From an optimization exercise on the open Yosys and OpenROAD flow, aimed at small area, a short achievable clock period and few clock cycles per item; shortcuts taken in it are not production practice.
In this exercise RTL edits were held to simulation tests only and were not proved equivalent to the original.
Power is estimated from default activity; no workload was simulated.

==> flow/design.v (outline; a module is shown in full before it is edited, if it fits) <==
// module Multiply: 11 lines
// module Mant_mul: 939 lines
// module Emission_rom: 104 lines
// module Transition_nz: 64 lines
// module Transition_rom: 151 lines
// module Viterbi: 245 lines
module Viterbi (clk, reset, in_valid, in_word, in_ready,
                out_valid, out_tag, out_last, error);
  // ...
==> flow/run.sh <==
#!/bin/bash
# synth_recipe.tcl (not shown) runs the flow's synth.tcl, then flattens the netlist and writes it again
# the make line also repeats each setting of config.mk as NAME=value (left out here)
make -C /OpenROAD-flow-scripts/flow DESIGN_CONFIG=/design/flow/config.mk WORK_HOME=/design/flow/orfs CLKGATE_MAP_FILE= SYNTH_SCRIPT=/design/flow/synth_recipe.tcl finish
==> flow/config.mk <==
export PLATFORM = sky130hd
export DESIGN_NAME = Viterbi
export DESIGN_NICKNAME = Viterbi
export VERILOG_FILES = /design/flow/design.v
export SDC_FILE = /design/flow/constraint.sdc
export NUM_CORES = 4
export LEC_CHECK = 0
export CAP_MARGIN = 20
export CORE_MARGIN = 2
export CORE_UTILIZATION = 40
export PLACE_DENSITY = 0.6
export SLEW_MARGIN = 20
export SYNTH_MEMORY_MAX_BITS = 16384
==> flow/constraint.sdc <==
create_clock -name core_clock -period 22.0 [get_ports {clk}]
set_input_delay 4.4000 -clock core_clock [delete_from_list [all_inputs] [get_ports {clk}]]
set_output_delay 4.4000 -clock core_clock [all_outputs]
set_load 0.01 [all_outputs]
==> impl_metrics.ini, run 1 <==
[cells_and_area]
largest_class = multi-input gates
fin_area_um2 = 51800
layout_commonest_cell = nand2_1
synthToLayoutAreaGrowth_pct = 7.28
clk_share_pct = 3.52
diodes = 2
nMultiInputCombCells = 4075
seq_cells = 527
buf_share_pct = 2.87

[place]
place_area_um2 = 50000

[sta]
setup_viol = 0
tns_ns = 0

[power_and_ir_drop]
switching_share_pct = 48.8
pg_comb_mw = 4.60
power_leakage_nw = 19.4
combPwrFrac_pct = 66.9
ir_drop_uv = 215

[synthesis]
netlist_area_um2 = 48300
async_flop_share_pct = 0
synth_fa_ha_area_share_pct = 14.9
synth_compound_area_share_pct = 22.8
synth-seq-cells = 527
syn_nets = 5955
synthCells = 5545

[drt]
post_drt_wl_per_cell_um = 28.3
vias = 45200
drt_iter0_drc = 6435
via_per_inst = 6.51

[clock_tree]
post_cts_resized = 0
clk_pin_slew_worst_paths_ns = 0.06
cts_buffers = 56
post_cts_buffers = 0
htreeDepth = 2
clock_latency_ns = 0.65

[grt]
grt_pass1_wl_um = 290000
gr-total-overflow = 0

[critical_path]
cp_slowest_stage_delay_ns = 0.88
crit_required_ns = 22.34
crit_arrival_ns = 8.96
worst-path-buf-inv = 4
critPathMostFrequentCell = fa_1
crit_path_end = p0_pet[14]

[floorplan]
die_area_um2 = 124000

[status]
status = finished clean
Testbench counts, summed over its fixed seeds: cycles 4,871, words 3,918.
==> module Multiply, before the edit <==
module Multiply (a, b, result);
  input [31:0] a, b;
  output [31:0] result;
  wire [47:0] temp;
  wire [31:0] re;
  assign re[31] = 0;
  assign re[30:23] = a[30:23] + b[30:23] - 126;
  Mant_mul mm (.x({1'b1, a[22:0]}), .y({1'b1, b[22:0]}), .p(temp));
  assign re[22:0] = temp[46:24];
  assign result = (a == 0 || b == 0) ? 0:re;
endmodule
==> module Transition_rom, before the edit <==
module Transition_rom (j, i, e, pet);
  input [3:0] j, i;
  input [2:0] e;
  output reg [30:0] pet;
  always @(*) begin
    case ({j, i, e})
      11'd9: pet = 31'h3c886594;
      11'd10: pet = 31'h3e553f7d;
      11'd11: pet = 31'h3eddc5d6;
      11'd41: pet = 31'h3b618266;
      11'd42: pet = 31'h3c7292c4;
      11'd43: pet = 31'h3c8dda49;
      11'd49: pet = 31'h3d690689;
      11'd57: pet = 31'h3bd698fe;
      11'd58: pet = 31'h3c5698fe;
      11'd65: pet = 31'h3c011f4f;
      11'd66: pet = 31'h3c820818;
      11'd145: pet = 31'h3d58793d;
      11'd146: pet = 31'h3dd73eab;
      11'd147: pet = 31'h3d837b4a;
      11'd148: pet = 31'h3e57dbf5;
      11'd153: pet = 31'h3bedc5d6;
      11'd154: pet = 31'h3c23d70a;
      11'd155: pet = 31'h3cbf4880;
      11'd193: pet = 31'h3d65c91d;
      11'd194: pet = 31'h3de6809d;
      11'd265: pet = 31'h3b7c84b5;
      11'd266: pet = 31'h3ccdd2f1;
      11'd267: pet = 31'h3d559b3c;
      11'd281: pet = 31'h3ce961c3;
      11'd282: pet = 31'h3d1d4951;
      11'd283: pet = 31'h3db7a1c2;
      11'd289: pet = 31'h3d690689;
      11'd290: pet = 31'h3de92ee8;
      11'd297: pet = 31'h3c1c6f36;
      11'd298: pet = 31'h3d4f7a91;
      11'd299: pet = 31'h3de266fd;
      11'd305: pet = 31'h3ce12407;
      11'd313: pet = 31'h3b94dd72;
      11'd314: pet = 31'h3c14dd72;
      11'd321: pet = 31'h3bd86876;
      11'd322: pet = 31'h3c5907d9;
      11'd329: pet = 31'h3c51244a;
      11'd330: pet = 31'h3cd1244a;
      11'd331: pet = 31'h3d1cdb38;
      11'd337: pet = 31'h3dcdd2f1;
      11'd393: pet = 31'h3c886594;
      11'd394: pet = 31'h3e553f7d;
      11'd395: pet = 31'h3eddc5d6;
      11'd401: pet = 31'h3bcf0952;
      11'd402: pet = 31'h3c4df04e;
      11'd403: pet = 31'h3c7574f7;
      11'd404: pet = 31'h3cce7cd0;
      11'd425: pet = 31'h3c2921cc;
      11'd426: pet = 31'h3d55ee13;
      11'd427: pet = 31'h3dea63b6;
      11'd441: pet = 31'h3c810c6f;
      11'd442: pet = 31'h3d010c6f;
      11'd553: pet = 31'h3c2921cc;
      11'd554: pet = 31'h3d55ee13;
      11'd555: pet = 31'h3dea63b6;
      11'd561: pet = 31'h3de92ee8;
      11'd649: pet = 31'h3c1a0274;
      11'd650: pet = 31'h3de04189;
      11'd651: pet = 31'h3e69e1b0;
      11'd657: pet = 31'h3c5c0335;
      11'd658: pet = 31'h3cdabc0e;
      11'd659: pet = 31'h3c88bda9;
      11'd660: pet = 31'h3d5b5fa2;
      11'd665: pet = 31'h3cc49ba6;
      11'd666: pet = 31'h3d666666;
      11'd667: pet = 31'h3df78d50;
      11'd681: pet = 31'h3b3ef8ce;
      11'd682: pet = 31'h3c6106aa;
      11'd683: pet = 31'h3cf820a2;
      11'd689: pet = 31'h3cced916;
      11'd697: pet = 31'h3c78d4fe;
      11'd698: pet = 31'h3cf8d4fe;
      11'd705: pet = 31'h3cc8b439;
      11'd706: pet = 31'h3d49374c;
      11'd713: pet = 31'h3c7292c4;
      11'd714: pet = 31'h3cf292c4;
      11'd715: pet = 31'h3d55ee13;
      11'd777: pet = 31'h3c7e2824;
      11'd778: pet = 31'h3dced916;
      11'd779: pet = 31'h3e56bb98;
      11'd793: pet = 31'h3cfec99f;
      11'd794: pet = 31'h3d3d3c36;
      11'd795: pet = 31'h3ddcee9e;
      11'd809: pet = 31'h3c438b04;
      11'd810: pet = 31'h3d635935;
      11'd811: pet = 31'h3dfb00bc;
      11'd825: pet = 31'h3c14dd72;
      11'd826: pet = 31'h3c94dd72;
      11'd841: pet = 31'h3c0c08b7;
      11'd842: pet = 31'h3c8c08b7;
      11'd843: pet = 31'h3d690689;
      11'd905: pet = 31'h3bc154c9;
      11'd906: pet = 31'h3d78d4fe;
      11'd907: pet = 31'h3d84ea4a;
      11'd913: pet = 31'h3c67cf1b;
      11'd914: pet = 31'h3ce65e03;
      11'd915: pet = 31'h3c9a4591;
      11'd916: pet = 31'h3d67168f;
      11'd921: pet = 31'h3b81882b;
      11'd922: pet = 31'h3c4154c9;
      11'd923: pet = 31'h3ce1b6d4;
      11'd929: pet = 31'h3ca0f2bf;
      11'd930: pet = 31'h3d21309c;
      11'd937: pet = 31'h3c6f3907;
      11'd938: pet = 31'h3d798a65;
      11'd939: pet = 31'h3d967a95;
      11'd945: pet = 31'h3b94dd72;
      11'd961: pet = 31'h3b8943e1;
      11'd962: pet = 31'h3c0a3b58;
      11'd1033: pet = 31'h3bedc5d6;
      11'd1034: pet = 31'h3d449ba6;
      11'd1035: pet = 31'h3dcb7803;
      11'd1041: pet = 31'h3c89b951;
      11'd1042: pet = 31'h3d07cfa2;
      11'd1043: pet = 31'h3d4cac4b;
      11'd1044: pet = 31'h3d88c47a;
      11'd1049: pet = 31'h3c498c3b;
      11'd1050: pet = 31'h3cedc5d6;
      11'd1051: pet = 31'h3d0028e5;
      11'd1065: pet = 31'h3b081e47;
      11'd1066: pet = 31'h3c452828;
      11'd1067: pet = 31'h3cd59f6f;
      11'd1073: pet = 31'h3c54866a;
      11'd1089: pet = 31'h3c4df04e;
      11'd1090: pet = 31'h3cce7cd0;
      11'd1097: pet = 31'h3cb5dcc6;
      11'd1098: pet = 31'h3d35dcc6;
      11'd1099: pet = 31'h3d886594;
      11'd1161: pet = 31'h3c886594;
      11'd1162: pet = 31'h3e553f7d;
      11'd1163: pet = 31'h3eddc5d6;
      11'd1193: pet = 31'h3b618266;
      11'd1194: pet = 31'h3c7292c4;
      11'd1195: pet = 31'h3c8dda49;
      11'd1201: pet = 31'h3c0c08b7;
      11'd1209: pet = 31'h3cd698fe;
      11'd1210: pet = 31'h3d5698fe;
      11'd1297: pet = 31'h3dc9ba5e;
      11'd1298: pet = 31'h3e48b439;
      11'd1299: pet = 31'h3e6d9168;
      11'd1300: pet = 31'h3ec9374c;
      default: pet = 31'h0;
    endcase
  end
endmodule
==> run 2: changes to the inputs <==
--- a/flow/design.v
+++ b/flow/design.v
@@ -2,18 +2,33 @@
   input [31:0] a, b;
   output [31:0] result;
+  wire [23:0] c1, c2;
   wire [47:0] temp;
   wire [31:0] re;
   assign re[31] = 0;
   assign re[30:23] = a[30:23] + b[30:23] - 126;
-  Mant_mul mm (.x({1'b1, a[22:0]}), .y({1'b1, b[22:0]}), .p(temp));
+  assign c1[23] = 1;
+  assign c1[22:0] = a[22:0];
+  assign c2[23] = 1;
+  assign c2[22:0] = b[22:0];
+  assign temp = c1 * c2;
   assign re[22:0] = temp[46:24];
   assign result = (a == 0 || b == 0) ? 0:re;
 endmodule
-module Mant_mul (x, y, p);
-  input [23:0] x, y;
-  output [47:0] p;
-  wire neg0 = y[1];
-  wire one0 = y[0] ^ 1'b0;
-  wire two0 = (y[1] & ~y[0] & ~1'b0) | (~y[1] & y[0] & 1'b0);
+module Multiply_booth (a_enc, b, result);
+  input [43:0] a_enc;
+  input [30:0] b;
+  output [30:0] result;
+  wire [22:0] mant;
+  wire [7:0] ex = a_enc[43:36] + b[30:23] - 8'd126;
+  Mant_mul mm (.x({1'b1, b[22:0]}), .bd(a_enc[35:0]), .s(mant));
+  assign result = (b == 31'd0) ? 31'd0 : {ex, mant};
+endmodule
+module Mant_mul (x, bd, s);
+  input [23:0] x;
+  input [35:0] bd;
+  output [22:0] s;
+  wire one0 = bd[0];
+  wire two0 = bd[1];
+  wire neg0 = bd[2];
   wire pp0_0 = neg0 ^ ((one0 & x[0]) | (two0 & 1'b0));
   wire pp0_1 = neg0 ^ ((one0 & x[1]) | (two0 & x[0]));
@@ -41,7 +56,7 @@
   wire pp0_23 = neg0 ^ ((one0 & x[23]) | (two0 & x[22]));
   wire pp0_24 = neg0 ^ ((one0 & 1'b0) | (two0 & x[23]));
-  wire neg1 = y[3];
-  wire one1 = y[2] ^ y[1];
-  wire two1 = (y[3] & ~y[2] & ~y[1]) | (~y[3] & y[2] & y[1]);
+  wire one1 = bd[3];
+  wire two1 = bd[4];
+  wire neg1 = bd[5];
   wire pp1_0 = neg1 ^ ((one1 & x[0]) | (two1 & 1'b0));
   wire pp1_1 = neg1 ^ ((one1 & x[1]) | (two1 & x[0]));
@@ -69,7 +84,7 @@
   wire pp1_23 = neg1 ^ ((one1 & x[23]) | (two1 & x[22]));
   wire pp1_24 = neg1 ^ ((one1 & 1'b0) | (two1 & x[23]));
-  wire neg2 = y[5];
-  wire one2 = y[4] ^ y[3];
-  wire two2 = (y[5] & ~y[4] & ~y[3]) | (~y[5] & y[4] & y[3]);
+  wire one2 = bd[6];
+  wire two2 = bd[7];
+  wire neg2 = bd[8];
   wire pp2_0 = neg2 ^ ((one2 & x[0]) | (two2 & 1'b0));
   wire pp2_1 = neg2 ^ ((one2 & x[1]) | (two2 & x[0]));
@@ -97,7 +112,7 @@
   wire pp2_23 = neg2 ^ ((one2 & x[23]) | (two2 & x[22]));
   wire pp2_24 = neg2 ^ ((one2 & 1'b0) | (two2 & x[23]));
-  wire neg3 = y[7];
-  wire one3 = y[6] ^ y[5];
-  wire two3 = (y[7] & ~y[6] & ~y[5]) | (~y[7] & y[6] & y[5]);
+  wire one3 = bd[9];
+  wire two3 = bd[10];
+  wire neg3 = bd[11];
   wire pp3_0 = neg3 ^ ((one3 & x[0]) | (two3 & 1'b0));
   wire pp3_1 = neg3 ^ ((one3 & x[1]) | (two3 & x[0]));
@@ -125,7 +140,7 @@
   wire pp3_23 = neg3 ^ ((one3 & x[23]) | (two3 & x[22]));
   wire pp3_24 = neg3 ^ ((one3 & 1'b0) | (two3 & x[23]));
-  wire neg4 = y[9];
-  wire one4 = y[8] ^ y[7];
-  wire two4 = (y[9] & ~y[8] & ~y[7]) | (~y[9] & y[8] & y[7]);
+  wire one4 = bd[12];
+  wire two4 = bd[13];
+  wire neg4 = bd[14];
   wire pp4_0 = neg4 ^ ((one4 & x[0]) | (two4 & 1'b0));
   wire pp4_1 = neg4 ^ ((one4 & x[1]) | (two4 & x[0]));
@@ -153,7 +168,7 @@
   wire pp4_23 = neg4 ^ ((one4 & x[23]) | (two4 & x[22]));
   wire pp4_24 = neg4 ^ ((one4 & 1'b0) | (two4 & x[23]));
-  wire neg5 = y[11];
-  wire one5 = y[10] ^ y[9];
-  wire two5 = (y[11] & ~y[10] & ~y[9]) | (~y[11] & y[10] & y[9]);
+  wire one5 = bd[15];
+  wire two5 = bd[16];
+  wire neg5 = bd[17];
   wire pp5_0 = neg5 ^ ((one5 & x[0]) | (two5 & 1'b0));
   wire pp5_1 = neg5 ^ ((one5 & x[1]) | (two5 & x[0]));
@@ -181,7 +196,7 @@
   wire pp5_23 = neg5 ^ ((one5 & x[23]) | (two5 & x[22]));
   wire pp5_24 = neg5 ^ ((one5 & 1'b0) | (two5 & x[23]));
-  wire neg6 = y[13];
-  wire one6 = y[12] ^ y[11];
-  wire two6 = (y[13] & ~y[12] & ~y[11]) | (~y[13] & y[12] & y[11]);
+  wire one6 = bd[18];
+  wire two6 = bd[19];
+  wire neg6 = bd[20];
   wire pp6_0 = neg6 ^ ((one6 & x[0]) | (two6 & 1'b0));
   wire pp6_1 = neg6 ^ ((one6 & x[1]) | (two6 & x[0]));
@@ -209,7 +224,7 @@
   wire pp6_23 = neg6 ^ ((one6 & x[23]) | (two6 & x[22]));
   wire pp6_24 = neg6 ^ ((one6 & 1'b0) | (two6 & x[23]));
-  wire neg7 = y[15];
-  wire one7 = y[14] ^ y[13];
-  wire two7 = (y[15] & ~y[14] & ~y[13]) | (~y[15] & y[14] & y[13]);
+  wire one7 = bd[21];
+  wire two7 = bd[22];
+  wire neg7 = bd[23];
   wire pp7_0 = neg7 ^ ((one7 & x[0]) | (two7 & 1'b0));
   wire pp7_1 = neg7 ^ ((one7 & x[1]) | (two7 & x[0]));
@@ -237,7 +252,7 @@
   wire pp7_23 = neg7 ^ ((one7 & x[23]) | (two7 & x[22]));
   wire pp7_24 = neg7 ^ ((one7 & 1'b0) | (two7 & x[23]));
-  wire neg8 = y[17];
-  wire one8 = y[16] ^ y[15];
-  wire two8 = (y[17] & ~y[16] & ~y[15]) | (~y[17] & y[16] & y[15]);
+  wire one8 = bd[24];
+  wire two8 = bd[25];
+  wire neg8 = bd[26];
   wire pp8_0 = neg8 ^ ((one8 & x[0]) | (two8 & 1'b0));
   wire pp8_1 = neg8 ^ ((one8 & x[1]) | (two8 & x[0]));
@@ -265,7 +280,7 @@
   wire pp8_23 = neg8 ^ ((one8 & x[23]) | (two8 & x[22]));
   wire pp8_24 = neg8 ^ ((one8 & 1'b0) | (two8 & x[23]));
-  wire neg9 = y[19];
-  wire one9 = y[18] ^ y[17];
-  wire two9 = (y[19] & ~y[18] & ~y[17]) | (~y[19] & y[18] & y[17]);
+  wire one9 = bd[27];
+  wire two9 = bd[28];
+  wire neg9 = bd[29];
   wire pp9_0 = neg9 ^ ((one9 & x[0]) | (two9 & 1'b0));
   wire pp9_1 = neg9 ^ ((one9 & x[1]) | (two9 & x[0]));
@@ -293,7 +308,7 @@
   wire pp9_23 = neg9 ^ ((one9 & x[23]) | (two9 & x[22]));
   wire pp9_24 = neg9 ^ ((one9 & 1'b0) | (two9 & x[23]));
-  wire neg10 = y[21];
-  wire one10 = y[20] ^ y[19];
-  wire two10 = (y[21] & ~y[20] & ~y[19]) | (~y[21] & y[20] & y[19]);
+  wire one10 = bd[30];
+  wire two10 = bd[31];
+  wire neg10 = bd[32];
   wire pp10_0 = neg10 ^ ((one10 & x[0]) | (two10 & 1'b0));
   wire pp10_1 = neg10 ^ ((one10 & x[1]) | (two10 & x[0]));
@@ -321,7 +336,7 @@
   wire pp10_23 = neg10 ^ ((one10 & x[23]) | (two10 & x[22]));
   wire pp10_24 = neg10 ^ ((one10 & 1'b0) | (two10 & x[23]));
-  wire neg11 = y[23];
-  wire one11 = y[22] ^ y[21];
-  wire two11 = (y[23] & ~y[22] & ~y[21]) | (~y[23] & y[22] & y[21]);
+  wire one11 = bd[33];
+  wire two11 = bd[34];
+  wire neg11 = bd[35];
   wire pp11_0 = neg11 ^ ((one11 & x[0]) | (two11 & 1'b0));
   wire pp11_1 = neg11 ^ ((one11 & x[1]) | (two11 & x[0]));
@@ -947,5 +962,254 @@
   wire [47:0] r0 = {t594, t592, t590, t588, t586, t584, t582, t580, t578, t576, t574, t572, t570, t568, t566, t564, t562, t560, t558, t556, t554, t552, t550, t548, t546, t544, t542, t540, t538, t536, t534, t532, t530, t528, t526, t524, t522, t520, t518, t516, t514, t512, t510, t508, t506, neg1, pp0_1, pp0_0};
   wire [47:0] r1 = {t595, t593, t591, t589, t587, t585, t583, t581, t579, t577, t575, t573, t571, t569, t567, t565, t563, t561, t559, t557, t555, t553, t551, t549, t547, t545, t543, t541, t539, t537, t535, t533, t531, t529, t527, t525, t523, t521, t519, t517, t515, t513, t511, t509, t507, t505, 1'b0, neg0};
-  assign p = r0 + r1;
+  wire [47:0] g = r0 & r1;
+  wire [47:0] pr = r0 ^ r1;
+  wire lg1 = g[1] | (pr[1] & g[0]);
+  wire lp1 = pr[1] & pr[0];
+  wire lg2 = g[3] | (pr[3] & g[2]);
+  wire lp2 = pr[3] & pr[2];
+  wire lg3 = g[5] | (pr[5] & g[4]);
+  wire lp3 = pr[5] & pr[4];
+  wire lg4 = g[7] | (pr[7] & g[6]);
+  wire lp4 = pr[7] & pr[6];
+  wire lg5 = g[9] | (pr[9] & g[8]);
+  wire lp5 = pr[9] & pr[8];
+  wire lg6 = g[11] | (pr[11] & g[10]);
+  wire lp6 = pr[11] & pr[10];
+  wire lg7 = g[13] | (pr[13] & g[12]);
+  wire lp7 = pr[13] & pr[12];
+  wire lg8 = g[15] | (pr[15] & g[14]);
+  wire lp8 = pr[15] & pr[14];
+  wire lg9 = g[17] | (pr[17] & g[16]);
+  wire lp9 = pr[17] & pr[16];
+  wire lg10 = g[19] | (pr[19] & g[18]);
+  wire lp10 = pr[19] & pr[18];
+  wire lg11 = g[21] | (pr[21] & g[20]);
+  wire lp11 = pr[21] & pr[20];
+  wire lg12 = g[23] | (pr[23] & g[22]);
+  wire lp12 = pr[23] & pr[22];
+  wire lg13 = lg2 | (lp2 & lg1);
+  wire lp13 = lp2 & lp1;
+  wire lg14 = lg4 | (lp4 & lg3);
+  wire lp14 = lp4 & lp3;
+  wire lg15 = lg6 | (lp6 & lg5);
+  wire lp15 = lp6 & lp5;
+  wire lg16 = lg8 | (lp8 & lg7);
+  wire lp16 = lp8 & lp7;
+  wire lg17 = lg10 | (lp10 & lg9);
+  wire lp17 = lp10 & lp9;
+  wire lg18 = lg12 | (lp12 & lg11);
+  wire lp18 = lp12 & lp11;
+  wire lg19 = lg14 | (lp14 & lg13);
+  wire lp19 = lp14 & lp13;
+  wire lg20 = lg16 | (lp16 & lg15);
+  wire lp20 = lp16 & lp15;
+  wire lg21 = lg18 | (lp18 & lg17);
+  wire lp21 = lp18 & lp17;
+  wire lg22 = lg20 | (lp20 & lg19);
+  wire lp22 = lp20 & lp19;
+  wire lg23 = lg21 | (lp21 & lg22);
+  wire lp23 = lp21 & lp22;
+  wire c24 = lg23;
+  wire ks1_24_g = g[24] | (pr[24] & c24);
+  wire ks1_24_p = pr[24] & 1'b0;
+  wire ks1_25_g = g[25] | (pr[25] & g[24]);
+  wire ks1_25_p = pr[25] & pr[24];
+  wire ks1_26_g = g[26] | (pr[26] & g[25]);
+  wire ks1_26_p = pr[26] & pr[25];
+  wire ks1_27_g = g[27] | (pr[27] & g[26]);
+  wire ks1_27_p = pr[27] & pr[26];
+  wire ks1_28_g = g[28] | (pr[28] & g[27]);
+  wire ks1_28_p = pr[28] & pr[27];
+  wire ks1_29_g = g[29] | (pr[29] & g[28]);
+  wire ks1_29_p = pr[29] & pr[28];
+  wire ks1_30_g = g[30] | (pr[30] & g[29]);
+  wire ks1_30_p = pr[30] & pr[29];
+  wire ks1_31_g = g[31] | (pr[31] & g[30]);
+  wire ks1_31_p = pr[31] & pr[30];
+  wire ks1_32_g = g[32] | (pr[32] & g[31]);
+  wire ks1_32_p = pr[32] & pr[31];
+  wire ks1_33_g = g[33] | (pr[33] & g[32]);
+  wire ks1_33_p = pr[33] & pr[32];
+  wire ks1_34_g = g[34] | (pr[34] & g[33]);
+  wire ks1_34_p = pr[34] & pr[33];
+  wire ks1_35_g = g[35] | (pr[35] & g[34]);
+  wire ks1_35_p = pr[35] & pr[34];
+  wire ks1_36_g = g[36] | (pr[36] & g[35]);
+  wire ks1_36_p = pr[36] & pr[35];
+  wire ks1_37_g = g[37] | (pr[37] & g[36]);
+  wire ks1_37_p = pr[37] & pr[36];
+  wire ks1_38_g = g[38] | (pr[38] & g[37]);
+  wire ks1_38_p = pr[38] & pr[37];
+  wire ks1_39_g = g[39] | (pr[39] & g[38]);
+  wire ks1_39_p = pr[39] & pr[38];
+  wire ks1_40_g = g[40] | (pr[40] & g[39]);
+  wire ks1_40_p = pr[40] & pr[39];
+  wire ks1_41_g = g[41] | (pr[41] & g[40]);
+  wire ks1_41_p = pr[41] & pr[40];
+  wire ks1_42_g = g[42] | (pr[42] & g[41]);
+  wire ks1_42_p = pr[42] & pr[41];
+  wire ks1_43_g = g[43] | (pr[43] & g[42]);
+  wire ks1_43_p = pr[43] & pr[42];
+  wire ks1_44_g = g[44] | (pr[44] & g[43]);
+  wire ks1_44_p = pr[44] & pr[43];
+  wire ks1_45_g = g[45] | (pr[45] & g[44]);
+  wire ks1_45_p = pr[45] & pr[44];
+  wire ks1_46_g = g[46] | (pr[46] & g[45]);
+  wire ks1_46_p = pr[46] & pr[45];
+  wire ks2_25_g = ks1_25_g | (ks1_25_p & c24);
+  wire ks2_25_p = ks1_25_p & 1'b0;
+  wire ks2_26_g = ks1_26_g | (ks1_26_p & ks1_24_g);
+  wire ks2_26_p = ks1_26_p & ks1_24_p;
+  wire ks2_27_g = ks1_27_g | (ks1_27_p & ks1_25_g);
+  wire ks2_27_p = ks1_27_p & ks1_25_p;
+  wire ks2_28_g = ks1_28_g | (ks1_28_p & ks1_26_g);
+  wire ks2_28_p = ks1_28_p & ks1_26_p;
+  wire ks2_29_g = ks1_29_g | (ks1_29_p & ks1_27_g);
+  wire ks2_29_p = ks1_29_p & ks1_27_p;
+  wire ks2_30_g = ks1_30_g | (ks1_30_p & ks1_28_g);
+  wire ks2_30_p = ks1_30_p & ks1_28_p;
+  wire ks2_31_g = ks1_31_g | (ks1_31_p & ks1_29_g);
+  wire ks2_31_p = ks1_31_p & ks1_29_p;
+  wire ks2_32_g = ks1_32_g | (ks1_32_p & ks1_30_g);
+  wire ks2_32_p = ks1_32_p & ks1_30_p;
+  wire ks2_33_g = ks1_33_g | (ks1_33_p & ks1_31_g);
+  wire ks2_33_p = ks1_33_p & ks1_31_p;
+  wire ks2_34_g = ks1_34_g | (ks1_34_p & ks1_32_g);
+  wire ks2_34_p = ks1_34_p & ks1_32_p;
+  wire ks2_35_g = ks1_35_g | (ks1_35_p & ks1_33_g);
+  wire ks2_35_p = ks1_35_p & ks1_33_p;
+  wire ks2_36_g = ks1_36_g | (ks1_36_p & ks1_34_g);
+  wire ks2_36_p = ks1_36_p & ks1_34_p;
+  wire ks2_37_g = ks1_37_g | (ks1_37_p & ks1_35_g);
+  wire ks2_37_p = ks1_37_p & ks1_35_p;
+  wire ks2_38_g = ks1_38_g | (ks1_38_p & ks1_36_g);
+  wire ks2_38_p = ks1_38_p & ks1_36_p;
+  wire ks2_39_g = ks1_39_g | (ks1_39_p & ks1_37_g);
+  wire ks2_39_p = ks1_39_p & ks1_37_p;
+  wire ks2_40_g = ks1_40_g | (ks1_40_p & ks1_38_g);
+  wire ks2_40_p = ks1_40_p & ks1_38_p;
+  wire ks2_41_g = ks1_41_g | (ks1_41_p & ks1_39_g);
+  wire ks2_41_p = ks1_41_p & ks1_39_p;
+  wire ks2_42_g = ks1_42_g | (ks1_42_p & ks1_40_g);
+  wire ks2_42_p = ks1_42_p & ks1_40_p;
+  wire ks2_43_g = ks1_43_g | (ks1_43_p & ks1_41_g);
+  wire ks2_43_p = ks1_43_p & ks1_41_p;
+  wire ks2_44_g = ks1_44_g | (ks1_44_p & ks1_42_g);
+  wire ks2_44_p = ks1_44_p & ks1_42_p;
+  wire ks2_45_g = ks1_45_g | (ks1_45_p & ks1_43_g);
+  wire ks2_45_p = ks1_45_p & ks1_43_p;
+  wire ks2_46_g = ks1_46_g | (ks1_46_p & ks1_44_g);
+  wire ks2_46_p = ks1_46_p & ks1_44_p;
+  wire ks3_27_g = ks2_27_g | (ks2_27_p & c24);
+  wire ks3_27_p = ks2_27_p & 1'b0;
+  wire ks3_28_g = ks2_28_g | (ks2_28_p & ks1_24_g);
+  wire ks3_28_p = ks2_28_p & ks1_24_p;
+  wire ks3_29_g = ks2_29_g | (ks2_29_p & ks2_25_g);
+  wire ks3_29_p = ks2_29_p & ks2_25_p;
+  wire ks3_30_g = ks2_30_g | (ks2_30_p & ks2_26_g);
+  wire ks3_30_p = ks2_30_p & ks2_26_p;
+  wire ks3_31_g = ks2_31_g | (ks2_31_p & ks2_27_g);
+  wire ks3_31_p = ks2_31_p & ks2_27_p;
+  wire ks3_32_g = ks2_32_g | (ks2_32_p & ks2_28_g);
+  wire ks3_32_p = ks2_32_p & ks2_28_p;
+  wire ks3_33_g = ks2_33_g | (ks2_33_p & ks2_29_g);
+  wire ks3_33_p = ks2_33_p & ks2_29_p;
+  wire ks3_34_g = ks2_34_g | (ks2_34_p & ks2_30_g);
+  wire ks3_34_p = ks2_34_p & ks2_30_p;
+  wire ks3_35_g = ks2_35_g | (ks2_35_p & ks2_31_g);
+  wire ks3_35_p = ks2_35_p & ks2_31_p;
+  wire ks3_36_g = ks2_36_g | (ks2_36_p & ks2_32_g);
+  wire ks3_36_p = ks2_36_p & ks2_32_p;
+  wire ks3_37_g = ks2_37_g | (ks2_37_p & ks2_33_g);
+  wire ks3_37_p = ks2_37_p & ks2_33_p;
+  wire ks3_38_g = ks2_38_g | (ks2_38_p & ks2_34_g);
+  wire ks3_38_p = ks2_38_p & ks2_34_p;
+  wire ks3_39_g = ks2_39_g | (ks2_39_p & ks2_35_g);
+  wire ks3_39_p = ks2_39_p & ks2_35_p;
+  wire ks3_40_g = ks2_40_g | (ks2_40_p & ks2_36_g);
+  wire ks3_40_p = ks2_40_p & ks2_36_p;
+  wire ks3_41_g = ks2_41_g | (ks2_41_p & ks2_37_g);
+  wire ks3_41_p = ks2_41_p & ks2_37_p;
+  wire ks3_42_g = ks2_42_g | (ks2_42_p & ks2_38_g);
+  wire ks3_42_p = ks2_42_p & ks2_38_p;
+  wire ks3_43_g = ks2_43_g | (ks2_43_p & ks2_39_g);
+  wire ks3_43_p = ks2_43_p & ks2_39_p;
+  wire ks3_44_g = ks2_44_g | (ks2_44_p & ks2_40_g);
+  wire ks3_44_p = ks2_44_p & ks2_40_p;
+  wire ks3_45_g = ks2_45_g | (ks2_45_p & ks2_41_g);
+  wire ks3_45_p = ks2_45_p & ks2_41_p;
+  wire ks3_46_g = ks2_46_g | (ks2_46_p & ks2_42_g);
+  wire ks3_46_p = ks2_46_p & ks2_42_p;
+  wire ks4_31_g = ks3_31_g | (ks3_31_p & c24);
+  wire ks4_31_p = ks3_31_p & 1'b0;
+  wire ks4_32_g = ks3_32_g | (ks3_32_p & ks1_24_g);
+  wire ks4_32_p = ks3_32_p & ks1_24_p;
+  wire ks4_33_g = ks3_33_g | (ks3_33_p & ks2_25_g);
+  wire ks4_33_p = ks3_33_p & ks2_25_p;
+  wire ks4_34_g = ks3_34_g | (ks3_34_p & ks2_26_g);
+  wire ks4_34_p = ks3_34_p & ks2_26_p;
+  wire ks4_35_g = ks3_35_g | (ks3_35_p & ks3_27_g);
+  wire ks4_35_p = ks3_35_p & ks3_27_p;
+  wire ks4_36_g = ks3_36_g | (ks3_36_p & ks3_28_g);
+  wire ks4_36_p = ks3_36_p & ks3_28_p;
+  wire ks4_37_g = ks3_37_g | (ks3_37_p & ks3_29_g);
+  wire ks4_37_p = ks3_37_p & ks3_29_p;
+  wire ks4_38_g = ks3_38_g | (ks3_38_p & ks3_30_g);
+  wire ks4_38_p = ks3_38_p & ks3_30_p;
+  wire ks4_39_g = ks3_39_g | (ks3_39_p & ks3_31_g);
+  wire ks4_39_p = ks3_39_p & ks3_31_p;
+  wire ks4_40_g = ks3_40_g | (ks3_40_p & ks3_32_g);
+  wire ks4_40_p = ks3_40_p & ks3_32_p;
+  wire ks4_41_g = ks3_41_g | (ks3_41_p & ks3_33_g);
+  wire ks4_41_p = ks3_41_p & ks3_33_p;
+  wire ks4_42_g = ks3_42_g | (ks3_42_p & ks3_34_g);
+  wire ks4_42_p = ks3_42_p & ks3_34_p;
+  wire ks4_43_g = ks3_43_g | (ks3_43_p & ks3_35_g);
+  wire ks4_43_p = ks3_43_p & ks3_35_p;
+  wire ks4_44_g = ks3_44_g | (ks3_44_p & ks3_36_g);
+  wire ks4_44_p = ks3_44_p & ks3_36_p;
+  wire ks4_45_g = ks3_45_g | (ks3_45_p & ks3_37_g);
+  wire ks4_45_p = ks3_45_p & ks3_37_p;
+  wire ks4_46_g = ks3_46_g | (ks3_46_p & ks3_38_g);
+  wire ks4_46_p = ks3_46_p & ks3_38_p;
+  wire ks5_39_g = ks4_39_g | (ks4_39_p & c24);
+  wire ks5_39_p = ks4_39_p & 1'b0;
+  wire ks5_40_g = ks4_40_g | (ks4_40_p & ks1_24_g);
+  wire ks5_40_p = ks4_40_p & ks1_24_p;
+  wire ks5_41_g = ks4_41_g | (ks4_41_p & ks2_25_g);
+  wire ks5_41_p = ks4_41_p & ks2_25_p;
+  wire ks5_42_g = ks4_42_g | (ks4_42_p & ks2_26_g);
+  wire ks5_42_p = ks4_42_p & ks2_26_p;
+  wire ks5_43_g = ks4_43_g | (ks4_43_p & ks3_27_g);
+  wire ks5_43_p = ks4_43_p & ks3_27_p;
+  wire ks5_44_g = ks4_44_g | (ks4_44_p & ks3_28_g);
+  wire ks5_44_p = ks4_44_p & ks3_28_p;
+  wire ks5_45_g = ks4_45_g | (ks4_45_p & ks3_29_g);
+  wire ks5_45_p = ks4_45_p & ks3_29_p;
+  wire ks5_46_g = ks4_46_g | (ks4_46_p & ks3_30_g);
+  wire ks5_46_p = ks4_46_p & ks3_30_p;
+  assign s[0] = pr[24] ^ c24;
+  assign s[1] = pr[25] ^ ks1_24_g;
+  assign s[2] = pr[26] ^ ks2_25_g;
+  assign s[3] = pr[27] ^ ks2_26_g;
+  assign s[4] = pr[28] ^ ks3_27_g;
+  assign s[5] = pr[29] ^ ks3_28_g;
+  assign s[6] = pr[30] ^ ks3_29_g;
+  assign s[7] = pr[31] ^ ks3_30_g;
+  assign s[8] = pr[32] ^ ks4_31_g;
+  assign s[9] = pr[33] ^ ks4_32_g;
+  assign s[10] = pr[34] ^ ks4_33_g;
+  assign s[11] = pr[35] ^ ks4_34_g;
+  assign s[12] = pr[36] ^ ks4_35_g;
+  assign s[13] = pr[37] ^ ks4_36_g;
+  assign s[14] = pr[38] ^ ks4_37_g;
+  assign s[15] = pr[39] ^ ks4_38_g;
+  assign s[16] = pr[40] ^ ks5_39_g;
+  assign s[17] = pr[41] ^ ks5_40_g;
+  assign s[18] = pr[42] ^ ks5_41_g;
+  assign s[19] = pr[43] ^ ks5_42_g;
+  assign s[20] = pr[44] ^ ks5_43_g;
+  assign s[21] = pr[45] ^ ks5_44_g;
+  assign s[22] = pr[46] ^ ks5_45_g;
 endmodule
 module Emission_rom (word, slots);
@@ -1120,149 +1384,149 @@
   input [3:0] j, i;
   input [2:0] e;
-  output reg [30:0] pet;
+  output reg [43:0] pet;
   always @(*) begin
     case ({j, i, e})
-      11'd9: pet = 31'h3c886594;
-      11'd10: pet = 31'h3e553f7d;
-      11'd11: pet = 31'h3eddc5d6;
-      11'd41: pet = 31'h3b618266;
-      11'd42: pet = 31'h3c7292c4;
-      11'd43: pet = 31'h3c8dda49;
-      11'd49: pet = 31'h3d690689;
-      11'd57: pet = 31'h3bd698fe;
-      11'd58: pet = 31'h3c5698fe;
-      11'd65: pet = 31'h3c011f4f;
-      11'd66: pet = 31'h3c820818;
-      11'd145: pet = 31'h3d58793d;
-      11'd146: pet = 31'h3dd73eab;
-      11'd147: pet = 31'h3d837b4a;
-      11'd148: pet = 31'h3e57dbf5;
-      11'd153: pet = 31'h3bedc5d6;
-      11'd154: pet = 31'h3c23d70a;
-      11'd155: pet = 31'h3cbf4880;
-      11'd193: pet = 31'h3d65c91d;
-      11'd194: pet = 31'h3de6809d;
-      11'd265: pet = 31'h3b7c84b5;
-      11'd266: pet = 31'h3ccdd2f1;
-      11'd267: pet = 31'h3d559b3c;
-      11'd281: pet = 31'h3ce961c3;
-      11'd282: pet = 31'h3d1d4951;
-      11'd283: pet = 31'h3db7a1c2;
-      11'd289: pet = 31'h3d690689;
-      11'd290: pet = 31'h3de92ee8;
-      11'd297: pet = 31'h3c1c6f36;
-      11'd298: pet = 31'h3d4f7a91;
-      11'd299: pet = 31'h3de266fd;
-      11'd305: pet = 31'h3ce12407;
-      11'd313: pet = 31'h3b94dd72;
-      11'd314: pet = 31'h3c14dd72;
-      11'd321: pet = 31'h3bd86876;
-      11'd322: pet = 31'h3c5907d9;
-      11'd329: pet = 31'h3c51244a;
-      11'd330: pet = 31'h3cd1244a;
-      11'd331: pet = 31'h3d1cdb38;
-      11'd337: pet = 31'h3dcdd2f1;
-      11'd393: pet = 31'h3c886594;
-      11'd394: pet = 31'h3e553f7d;
-      11'd395: pet = 31'h3eddc5d6;
-      11'd401: pet = 31'h3bcf0952;
-      11'd402: pet = 31'h3c4df04e;
-      11'd403: pet = 31'h3c7574f7;
-      11'd404: pet = 31'h3cce7cd0;
-      11'd425: pet = 31'h3c2921cc;
-      11'd426: pet = 31'h3d55ee13;
-      11'd427: pet = 31'h3dea63b6;
-      11'd441: pet = 31'h3c810c6f;
-      11'd442: pet = 31'h3d010c6f;
-      11'd553: pet = 31'h3c2921cc;
-      11'd554: pet = 31'h3d55ee13;
-      11'd555: pet = 31'h3dea63b6;
-      11'd561: pet = 31'h3de92ee8;
-      11'd649: pet = 31'h3c1a0274;
-      11'd650: pet = 31'h3de04189;
-      11'd651: pet = 31'h3e69e1b0;
-      11'd657: pet = 31'h3c5c0335;
-      11'd658: pet = 31'h3cdabc0e;
-      11'd659: pet = 31'h3c88bda9;
-      11'd660: pet = 31'h3d5b5fa2;
-      11'd665: pet = 31'h3cc49ba6;
-      11'd666: pet = 31'h3d666666;
-      11'd667: pet = 31'h3df78d50;
-      11'd681: pet = 31'h3b3ef8ce;
-      11'd682: pet = 31'h3c6106aa;
-      11'd683: pet = 31'h3cf820a2;
-      11'd689: pet = 31'h3cced916;
-      11'd697: pet = 31'h3c78d4fe;
-      11'd698: pet = 31'h3cf8d4fe;
-      11'd705: pet = 31'h3cc8b439;
-      11'd706: pet = 31'h3d49374c;
-      11'd713: pet = 31'h3c7292c4;
-      11'd714: pet = 31'h3cf292c4;
-      11'd715: pet = 31'h3d55ee13;
-      11'd777: pet = 31'h3c7e2824;
-      11'd778: pet = 31'h3dced916;
-      11'd779: pet = 31'h3e56bb98;
-      11'd793: pet = 31'h3cfec99f;
-      11'd794: pet = 31'h3d3d3c36;
-      11'd795: pet = 31'h3ddcee9e;
-      11'd809: pet = 31'h3c438b04;
-      11'd810: pet = 31'h3d635935;
-      11'd811: pet = 31'h3dfb00bc;
-      11'd825: pet = 31'h3c14dd72;
-      11'd826: pet = 31'h3c94dd72;
-      11'd841: pet = 31'h3c0c08b7;
-      11'd842: pet = 31'h3c8c08b7;
-      11'd843: pet = 31'h3d690689;
-      11'd905: pet = 31'h3bc154c9;
-      11'd906: pet = 31'h3d78d4fe;
-      11'd907: pet = 31'h3d84ea4a;
-      11'd913: pet = 31'h3c67cf1b;
-      11'd914: pet = 31'h3ce65e03;
-      11'd915: pet = 31'h3c9a4591;
-      11'd916: pet = 31'h3d67168f;
-      11'd921: pet = 31'h3b81882b;
-      11'd922: pet = 31'h3c4154c9;
-      11'd923: pet = 31'h3ce1b6d4;
-      11'd929: pet = 31'h3ca0f2bf;
-      11'd930: pet = 31'h3d21309c;
-      11'd937: pet = 31'h3c6f3907;
-      11'd938: pet = 31'h3d798a65;
-      11'd939: pet = 31'h3d967a95;
-      11'd945: pet = 31'h3b94dd72;
-      11'd961: pet = 31'h3b8943e1;
-      11'd962: pet = 31'h3c0a3b58;
-      11'd1033: pet = 31'h3bedc5d6;
-      11'd1034: pet = 31'h3d449ba6;
-      11'd1035: pet = 31'h3dcb7803;
-      11'd1041: pet = 31'h3c89b951;
-      11'd1042: pet = 31'h3d07cfa2;
-      11'd1043: pet = 31'h3d4cac4b;
-      11'd1044: pet = 31'h3d88c47a;
-      11'd1049: pet = 31'h3c498c3b;
-      11'd1050: pet = 31'h3cedc5d6;
-      11'd1051: pet = 31'h3d0028e5;
-      11'd1065: pet = 31'h3b081e47;
-      11'd1066: pet = 31'h3c452828;
-      11'd1067: pet = 31'h3cd59f6f;
-      11'd1073: pet = 31'h3c54866a;
-      11'd1089: pet = 31'h3c4df04e;
-      11'd1090: pet = 31'h3cce7cd0;
-      11'd1097: pet = 31'h3cb5dcc6;
-      11'd1098: pet = 31'h3d35dcc6;
-      11'd1099: pet = 31'h3d886594;
-      11'd1161: pet = 31'h3c886594;
-      11'd1162: pet = 31'h3e553f7d;
-      11'd1163: pet = 31'h3eddc5d6;
-      11'd1193: pet = 31'h3b618266;
-      11'd1194: pet = 31'h3c7292c4;
-      11'd1195: pet = 31'h3c8dda49;
-      11'd1201: pet = 31'h3c0c08b7;
-      11'd1209: pet = 31'h3cd698fe;
-      11'd1210: pet = 31'h3d5698fe;
-      11'd1297: pet = 31'h3dc9ba5e;
-      11'd1298: pet = 31'h3e48b439;
-      11'd1299: pet = 31'h3e6d9168;
-      11'd1300: pet = 31'h3ec9374c;
-      default: pet = 31'h0;
+      11'd9: pet = 44'h0003c886594;
+      11'd10: pet = 44'h0003e553f7d;
+      11'd11: pet = 44'h0003eddc5d6;
+      11'd41: pet = 44'h0003b618266;
+      11'd42: pet = 44'h0003c7292c4;
+      11'd43: pet = 44'h0003c8dda49;
+      11'd49: pet = 44'h0003d690689;
+      11'd57: pet = 44'h0003bd698fe;
+      11'd58: pet = 44'h0003c5698fe;
+      11'd65: pet = 44'h0003c011f4f;
+      11'd66: pet = 44'h0003c820818;
+      11'd145: pet = 44'h7aab0431229;
+      11'd146: pet = 44'h7ba55205b6d;
+      11'd147: pet = 44'h7bc0d42d26e;
+      11'd148: pet = 44'h7ca50aa8149;
+      11'd153: pet = 44'h7716aa0aa56;
+      11'd154: pet = 44'h78b88a5506e;
+      11'd155: pet = 44'h79a05271c00;
+      11'd193: pet = 44'h7a18aa710a9;
+      11'd194: pet = 44'h7b195c01ca9;
+      11'd265: pet = 44'h76029c09b49;
+      11'd266: pet = 44'h79a6aa4d141;
+      11'd267: pet = 44'h7aa4acad228;
+      11'd281: pet = 44'h79171582a0d;
+      11'd282: pet = 44'h7aca9271241;
+      11'd283: pet = 44'h7bb50b82a0e;
+      11'd289: pet = 44'h7a171015c71;
+      11'd290: pet = 44'h7b171345170;
+      11'd297: pet = 44'h78ca8545356;
+      11'd298: pet = 44'h7aa4542dc41;
+      11'd299: pet = 44'h7b18e595029;
+      11'd305: pet = 44'h79181388015;
+      11'd313: pet = 44'h77c49aa954e;
+      11'd314: pet = 44'h78c49aa954e;
+      11'd321: pet = 44'h77ab0570556;
+      11'd322: pet = 44'h78ab1010ab1;
+      11'd329: pet = 44'h78a4138826e;
+      11'd330: pet = 44'h79a4138826e;
+      11'd331: pet = 44'h7aca9aad230;
+      11'd337: pet = 44'h7ba6aa4d141;
+      11'd393: pet = 44'h79c7058ac48;
+      11'd394: pet = 44'h7ca49205429;
+      11'd395: pet = 44'h7daaaa0aa56;
+      11'd401: pet = 44'h77a4507124e;
+      11'd402: pet = 44'h78a6a140246;
+      11'd403: pet = 44'h78149549155;
+      11'd404: pet = 44'h79a46429a40;
+      11'd425: pet = 44'h78b71382a68;
+      11'd426: pet = 44'h7aa4a14604d;
+      11'd427: pet = 44'h7b16e588b56;
+      11'd441: pet = 44'h79c01068545;
+      11'd442: pet = 44'h7ac01068545;
+      11'd553: pet = 44'h78b71382a68;
+      11'd554: pet = 44'h7aa4a14604d;
+      11'd555: pet = 44'h7b16e588b56;
+      11'd561: pet = 44'h7b171345170;
+      11'd649: pet = 44'h78cae00e548;
+      11'd650: pet = 44'h7b180202c71;
+      11'd651: pet = 44'h7c172182b40;
+      11'd657: pet = 44'h78aa800d349;
+      11'd658: pet = 44'h79aada28046;
+      11'd659: pet = 44'h79c71a2ab71;
+      11'd660: pet = 44'h7aaad280b8e;
+      11'd665: pet = 44'h79a09ca8b96;
+      11'd666: pet = 44'h7a196596596;
+      11'd667: pet = 44'h7b150c69240;
+      11'd681: pet = 44'h76a05031a46;
+      11'd682: pet = 44'h78181015b6e;
+      11'd683: pet = 44'h79030381b8e;
+      11'd689: pet = 44'h79a45ab1056;
+      11'd697: pet = 44'h78031a49006;
+      11'd698: pet = 44'h79031a49006;
+      11'd705: pet = 44'h79a71b48231;
+      11'd706: pet = 44'h7aa71355268;
+      11'd713: pet = 44'h7814dc4da08;
+      11'd714: pet = 44'h7914dc4da08;
+      11'd715: pet = 44'h7aa4a14604d;
+      11'd777: pet = 44'h78006370388;
+      11'd778: pet = 44'h7ba45ab1056;
+      11'd779: pet = 44'h7ca55a28cb0;
+      11'd793: pet = 44'h79005a72c85;
+      11'd794: pet = 44'h7aa29228356;
+      11'd795: pet = 44'h7baa9145c86;
+      11'd809: pet = 44'h78a08c6d008;
+      11'd810: pet = 44'h7a18d2b1349;
+      11'd811: pet = 44'h7b02d001a28;
+      11'd825: pet = 44'h78c49aa954e;
+      11'd826: pet = 44'h79c49aa954e;
+      11'd841: pet = 44'h78c68071b55;
+      11'd842: pet = 44'h79c68071b55;
+      11'd843: pet = 44'h7a171015c71;
+      11'd905: pet = 44'h77a01249a71;
+      11'd906: pet = 44'h7a031a49006;
+      11'd907: pet = 44'h7bc0916e26e;
+      11'd913: pet = 44'h78190a450ad;
+      11'd914: pet = 44'h7919628600d;
+      11'd915: pet = 44'h79cae20ac41;
+      11'd916: pet = 44'h7a195055c45;
+      11'd921: pet = 44'h77c02c7036d;
+      11'd922: pet = 44'h78a01249a71;
+      11'd923: pet = 44'h79182b55a48;
+      11'd929: pet = 44'h79b8114da05;
+      11'd930: pet = 44'h7ab81341ca8;
+      11'd937: pet = 44'h78145231015;
+      11'd938: pet = 44'h7a032c6e589;
+      11'd939: pet = 44'h7bc5642dc49;
+      11'd945: pet = 44'h77c49aa954e;
+      11'd961: pet = 44'h77c71208181;
+      11'd962: pet = 44'h78c6e22d2b0;
+      11'd1033: pet = 44'h7716aa0aa56;
+      11'd1034: pet = 44'h7aa09ca8b96;
+      11'd1035: pet = 44'h7ba6d43000d;
+      11'd1041: pet = 44'h79c72a31241;
+      11'd1042: pet = 44'h7ac10a40b8e;
+      11'd1043: pet = 44'h7aa69b6826d;
+      11'd1044: pet = 44'h7bc71a0842e;
+      11'd1049: pet = 44'h78a72c6822d;
+      11'd1050: pet = 44'h7916aa0aa56;
+      11'd1051: pet = 44'h7ac00371189;
+      11'd1065: pet = 44'h76c70086215;
+      11'd1066: pet = 44'h78a09370370;
+      11'd1067: pet = 44'h79a4ac85545;
+      11'd1073: pet = 44'h78a49c1656e;
+      11'd1089: pet = 44'h78a6a140246;
+      11'd1090: pet = 44'h79a46429a40;
+      11'd1097: pet = 44'h79b4aaa9a16;
+      11'd1098: pet = 44'h7ab4aaa9a16;
+      11'd1099: pet = 44'h7bc7058ac48;
+      11'd1161: pet = 44'h79c7058ac48;
+      11'd1162: pet = 44'h7ca49205429;
+      11'd1163: pet = 44'h7daaaa0aa56;
+      11'd1193: pet = 44'h76182c0e596;
+      11'd1194: pet = 44'h7814dc4da08;
+      11'd1195: pet = 44'h79c6aaae271;
+      11'd1201: pet = 44'h78c68071b55;
+      11'd1209: pet = 44'h79a55cb1006;
+      11'd1210: pet = 44'h7aa55cb1006;
+      11'd1297: pet = 44'h7ba72a2e286;
+      11'd1298: pet = 44'h7ca71b48231;
+      11'd1299: pet = 44'h7c16ac41570;
+      11'd1300: pet = 44'h7da71355268;
+      default: pet = 44'h0;
     endcase
   end
@@ -1304,5 +1568,6 @@
 reg [4:0] wcnt;                
 reg [1:0] live;                
-reg [3:0] b0, b1;              
+reg [3:0] b0;                  
+localparam [3:0] A1 = 4'd5;   
 reg [1:0] pos;                 
 reg tok_started;
@@ -1317,5 +1582,7 @@
 Emission_rom erom (.word(hw[6:0]), .slots(slots));
 wire v0 = slots[7], v1 = slots[15];
-wire [3:0] a0 = slots[6:3], a1 = slots[14:11];
+wire [3:0] a0 = slots[6:3];
+wire [3:0] a1 = A1;
+wire [3:0] b1 = A1;
 wire [2:0] e0 = slots[2:0], e1 = slots[10:8];
 wire [3:0] j0 = mode_init ? 4'd0 : b0;
@@ -1341,10 +1608,11 @@
 wire [3:0] sel_i = sel_k ? a1 : a0;
 wire [2:0] sel_e = sel_k ? e1 : e0;
-wire [30:0] sel_pet;
+wire [43:0] sel_pet;
 Transition_rom prom (.j(sel_j), .i(sel_i), .e(sel_e), .pet(sel_pet));
 reg p0_v;
 reg [1:0] p0_op;               
 reg p0_first, p0_kend, p0_wend, p0_k, p0_m;
-reg [30:0] p0_pet, p0_dval;
+reg [43:0] p0_pet;               
+reg [30:0] p0_dval;              
 reg [4:0] p0_n;
 reg [30:0] d0, d1;             
@@ -1410,9 +1678,9 @@
             p0_n <= wcnt;
             if (mode_fin) begin
-                p0_pet <= live[0] ? d0_f : 31'd0;
+                p0_pet <= {13'd0, (live[0] ? d0_f : 31'd0)};
                 p0_dval <= live[1] ? d1_f : 31'd0;
             end else begin
                 p0_pet <= sel_pet;
-                p0_dval <= sel_m ? d1_f : d0_f;
+                p0_dval <= mode_init ? sel_pet[30:0] : sel_m ? d1_f : d0_f;
             end
         end
@@ -1425,5 +1693,4 @@
                 live <= newlive;
                 b0 <= a0;
-                b1 <= a1;
             end
         end else if (issue) begin
@@ -1434,18 +1701,19 @@
     end
 end
-wire [31:0] mres;
-Multiply mul (.a({1'b0, p0_pet}), .b({1'b0, p0_dval}), .result(mres));
-assign cand = (p0_op == 2'd0) ? mres[30:0] : p0_pet;
+wire [30:0] mres;
+Multiply_booth mul (.a_enc(p0_pet), .b(p0_dval), .result(mres));
+assign cand = (p0_op == 2'd0) ? mres : p0_dval;
 wire [30:0] cmp_a = fx ? candr : p0_dval;
-wire [30:0] cmp_b = fx ? acc : p0_pet;
+wire [30:0] cmp_b = fx ? acc : p0_pet[30:0];
 assign cmp_gt = cmp_a > cmp_b;
 wire fin1 = cmp_gt;
-wire fin0 = ~cmp_gt & (p0_pet != 31'd0);
-reg [3:0] surv0 [0:15];
-reg [3:0] surv1 [0:15];
+wire fin0 = ~cmp_gt & (p0_pet[30:0] != 31'd0);
+reg [3:0] sa0 [0:15];
+reg [15:0] sb0, sb1;
 reg [3:0] eb0 [0:15];
 reg [3:0] eb1 [0:15];
 wire bp0 = wb_k ? hbp : wb_bj;
 wire bp1 = wb_bj;
+wire [15:0] fbits = fin1 ? sb1 : sb0;
 integer u;
 always @(posedge clk) begin
@@ -1467,16 +1735,14 @@
         end
         if (wb_wend) begin
-            surv0[0] <= b0;
-            surv1[0] <= b1;
-            for (u = 1; u < 16; u = u + 1) begin
-                surv0[u] <= bp0 ? surv1[u-1] : surv0[u-1];
-                surv1[u] <= bp1 ? surv1[u-1] : surv0[u-1];
-            end
+            sa0[0] <= b0;
+            for (u = 1; u < 16; u = u + 1) sa0[u] <= sa0[u-1];
+            sb0 <= {(bp0 ? sb1[14:0] : sb0[14:0]), 1'b0};
+            sb1 <= {(bp1 ? sb1[14:0] : sb0[14:0]), 1'b1};
         end
     end
     if (p0_v && p0_op == 2'd2) begin
         for (u = 0; u < 16; u = u + 1) begin
-            if (q_wr) eb1[u] <= fin1 ? surv1[u] : fin0 ? surv0[u] : 4'd0;
-            else eb0[u] <= fin1 ? surv1[u] : fin0 ? surv0[u] : 4'd0;
+            if (q_wr) eb1[u] <= (fin1 | fin0) ? (fbits[u] ? A1 : sa0[u]) : 4'd0;
+            else eb0[u] <= (fin1 | fin0) ? (fbits[u] ? A1 : sa0[u]) : 4'd0;
         end
     end
==> run 2 against run 1 <==
Effect of this change: non-clock buffer count is 28 higher; combinational power is about 20% higher; utilization is 1.2 points higher; worst setup slack worse by 0.66 ns; largest power group unchanged.
==> impl_metrics.ini, run 2 <==
[power_and_ir_drop]
p_per_area_nw_per_um2 = 163
p_sw_mw = 4.18
clkPwrFrac_pct = 12.5
ir_drop_uv = 478
switching_share_pct = 53.9
intPower_mw = 3.58
power_leakage_nw = 18.1
seq_power_share_pct = 16.2
combPwrFrac_pct = 71.3

[synthesis]
synth_top_area_share_pct = 33.0
ys_seq_area_share_pct = 34.3
netlist_area_um2 = 43300
synth_common_cells = edfxtp_1, inv_1, xnor2_1
yosys.cell_types.count = 96
synth_edf_count = 476
synth_compound_area_share_pct = 17.3
synth-seq-cells = 505
syn_nets = 4956
synthCells = 4541
yosysWarnings = 7
synth_fa_ha_area_share_pct = 16.0
synth_xor_area_share_pct = 6.75
synth.most_common_cell = edfxtp_1
synth.area.top_cells = edfxtp_1, fa_1, xnor2_1, a22oi_1, ha_1
synth_flop_cell = edfxtp_1
avgSynthCellArea_um2 = 9.54
synth_top_family_by_area = compound AO/OA/AOI/OAI gates
synth_top_cell_by_area = edfxtp_1
synth-simple-area-share_pct = 13.8
synth.area.mux_share_pct = 5.24
async_flop_share_pct = 0

[sta]
slew_violations = 0
grt_setup_unrepaired = no
max_freq_ghz = 0.108
final_hold_viol_count = 0
tns_ns = 0
setup_viol = 0
period_share_pct = 42.2
clock_skew_ns = 0.101
slew_headroom_pct = 18.2
tightest_slew_ns = 1.22
post-route-min-period_ns = 9.28

[drt]
first_pass_iters = 8
ant_nets = 0
drt_iter0_drc = 5083
drt-total-wl_um = 205000
post_drt_wl_per_cell_um = 34.5
via_per_inst = 6.52
vias = 38700
drc = 0

[grt]
gr-total-overflow = 0
grt_pass1_wl_um = 292000
antenna_found_initial = 16
grt_max_degree = 75
track_usage_pct = 36.5
met2_usage_pct = 57.9
gr-usage-met3_pct = 7.59
use_met1_pct = 45.4
busiest_layer = met2
grt_pass1_vias = 38000

[status]
status = finished clean

[clock_tree]
htreeDepth = 2
ctsHoldBuffers = 0
clk_pin_slew_worst_paths_ns = 0.06
clock_latency_ns = 0.68
post_cts_buffers = 0
cts_sinks = 505
cts_buffers = 56
cts_tree = built
clock_path_buffers = 3
clk_root_buffer_cell = clkbuf_16
post_cts_resized = 0

[critical_path]
ff2ff_path_depth = 30
endpoint_kind = flip-flop
crit_required_ns = 22.34
path_max_fanout = 20
cp_slowest_cell = edfxtp_1
crit_arrival_ns = 9.62
critPathMostFrequentCell = fa_1
cp_slowest_stage_delay_ns = 1.07
crit_type = flip-flop to flip-flop
start_kind = flip-flop

[place]
placed_cells = 5821
gp_congestion = 1.09
port_buffers = 18
place.detailed.hpwl_um = 152000

[cells_and_area]
utilization_pct = 44.5
fillers = 10500
layout_commonest_cell = edfxtp_1
drive_gt1_share_pct = 10.3
top_regs = eb0: 64 flops, eb1: 64 flops, sa0: 64 flops
fin_nets = 4892
final_cell_mix = edfxtp_1, inv_1, xnor2_1
multi_input_area_um2 = 25900
synthToLayoutAreaGrowth_pct = 10.0
ff_latch_area_um2 = 14900
stdcell_count = 5933

[floorplan]
initial_utilization_pct = 40.4
die_area_um2 = 111000
row_count = 120
die_w_um = 333
die_y_um = 333
core_area_um2 = 107000
ios = 19

[flow_run]
drv_cap = 0

[min_path]
holdCritPathClass = flip-flop to flip-flop
min_path_cells = 0
==> run 2: worst max-delay path: cells and delay by family, from the launching register on <==
family	cells	cell delay, ns
buffers and inverters	6	0.80
AO/OA/AOI/OAI	11	2.77
XOR/XNOR	2	0.40
AND/OR/NAND/NOR	4	0.93
flip-flops	1	1.07
adder cells (fa/ha/maj)	7	2.99
==> run 2: worst paths after layout <==
kind	start	endpoint	slack (ns)
max	mul.a_enc[8]	p0_dval[21]	12.72
min	sa0[2][1]	sa0[3][1]	0.43
max reg2reg	mul.a_enc[8]	p0_dval[21]	12.72
min reg2reg	sa0[2][1]	sa0[3][1]	0.43
==> run 2: stage by stage <==
step / hold WS [ns] / setup WS (ns) / cell area [um2] / total power, mW
finish: 0.432 / 12.72 / 47700 / 7.76
global route: 0.441 / 12.19 / 47600 / 8.22
CTS: 0.435 / 12.77 / 47600 / 7.69
detailed placement: 0.425 / 12.88 / 45700 / 6.70
global placement: 0.422 / 13.00 / 45700 / 6.68
floorplan: 0.403 / 12.34 / 43300 / 4.48
==> run 2: final cells by class <==
type,instances,area share [%]
diodes,8,0.0420
multi-input cells,3288,54.4
clock inverters,43,0.984
inverters,407,3.21
clock buffers,60,2.97
well taps,1403,3.68
flip-flops and latches,505,31.2
repair buffers,219,3.54
==> run 2: layer usage <==
metal	vias to the layer above	wire length [um]
li1	16300	-
met1	19300	78000
met2	2331	92700
met3	717	17900
met4	18	16000
met5	-	113
==> run 2: cell families (layout without fill, tap and decap cells) <==
group / count (synthesis) / in the layout
AO/OA/AOI/OAI: 1122 / 1122
other: 0 / 8
flip-flops: 505 / 505
AND/OR/NAND/NOR: 1211 / 1211
adder cells (fa/ha/maj): 404 / 404
buffers and inverters: 748 / 729
XOR/XNOR: 334 / 334
multiplexers: 217 / 217
==> run 2: power by group through the flow <==
stage               Sequential [mW]  Clock, mW  Combinational (mW)
floorplan                      1.25          0                3.22
global placement               1.28          0                5.40
detailed placement             1.28          0                5.42
CTS                            1.26      0.982                5.45
global route                   1.26       1.02                5.94
finish                         1.26      0.968                5.53
Testbench counts of run 2, summed over its fixed seeds: cycles 4,871, words 3,918.

[afterwards: timing with drivers on the ports]
How much do the figures lean on ideal ports? The routed layouts below were timed once more, with nothing changed but the port constraints.
Step 1: set_driving_cell puts a clkbuf_16 on clk and a buf_2 on each other input, an assumption about the parent block.
Step 2 times the ports against the registers' clock, not the clock port: input delays grow and output delays shrink by t, the midpoint of the rising clock arrivals with the driver on.
Three values: ideal, step 1, step 2; two values: the first two.
| run | t, ns | slack for setup (ns) | hold slack, ns | worst setup path at the end | worst data-port slew with drivers (ns) |
|---|---|---|---|---|---|
| run 1 | 0.688 | 13.381 / 13.381 / 13.381 | 0.427 / 0.427 / 0.427 | register to register | 0.04 |
| run 2 | 0.693 | 12.718 / 12.718 / 12.718 | 0.432 / 0.432 / 0.432 | register to register | 0.05 |
After both steps every run listed still meets setup and hold.
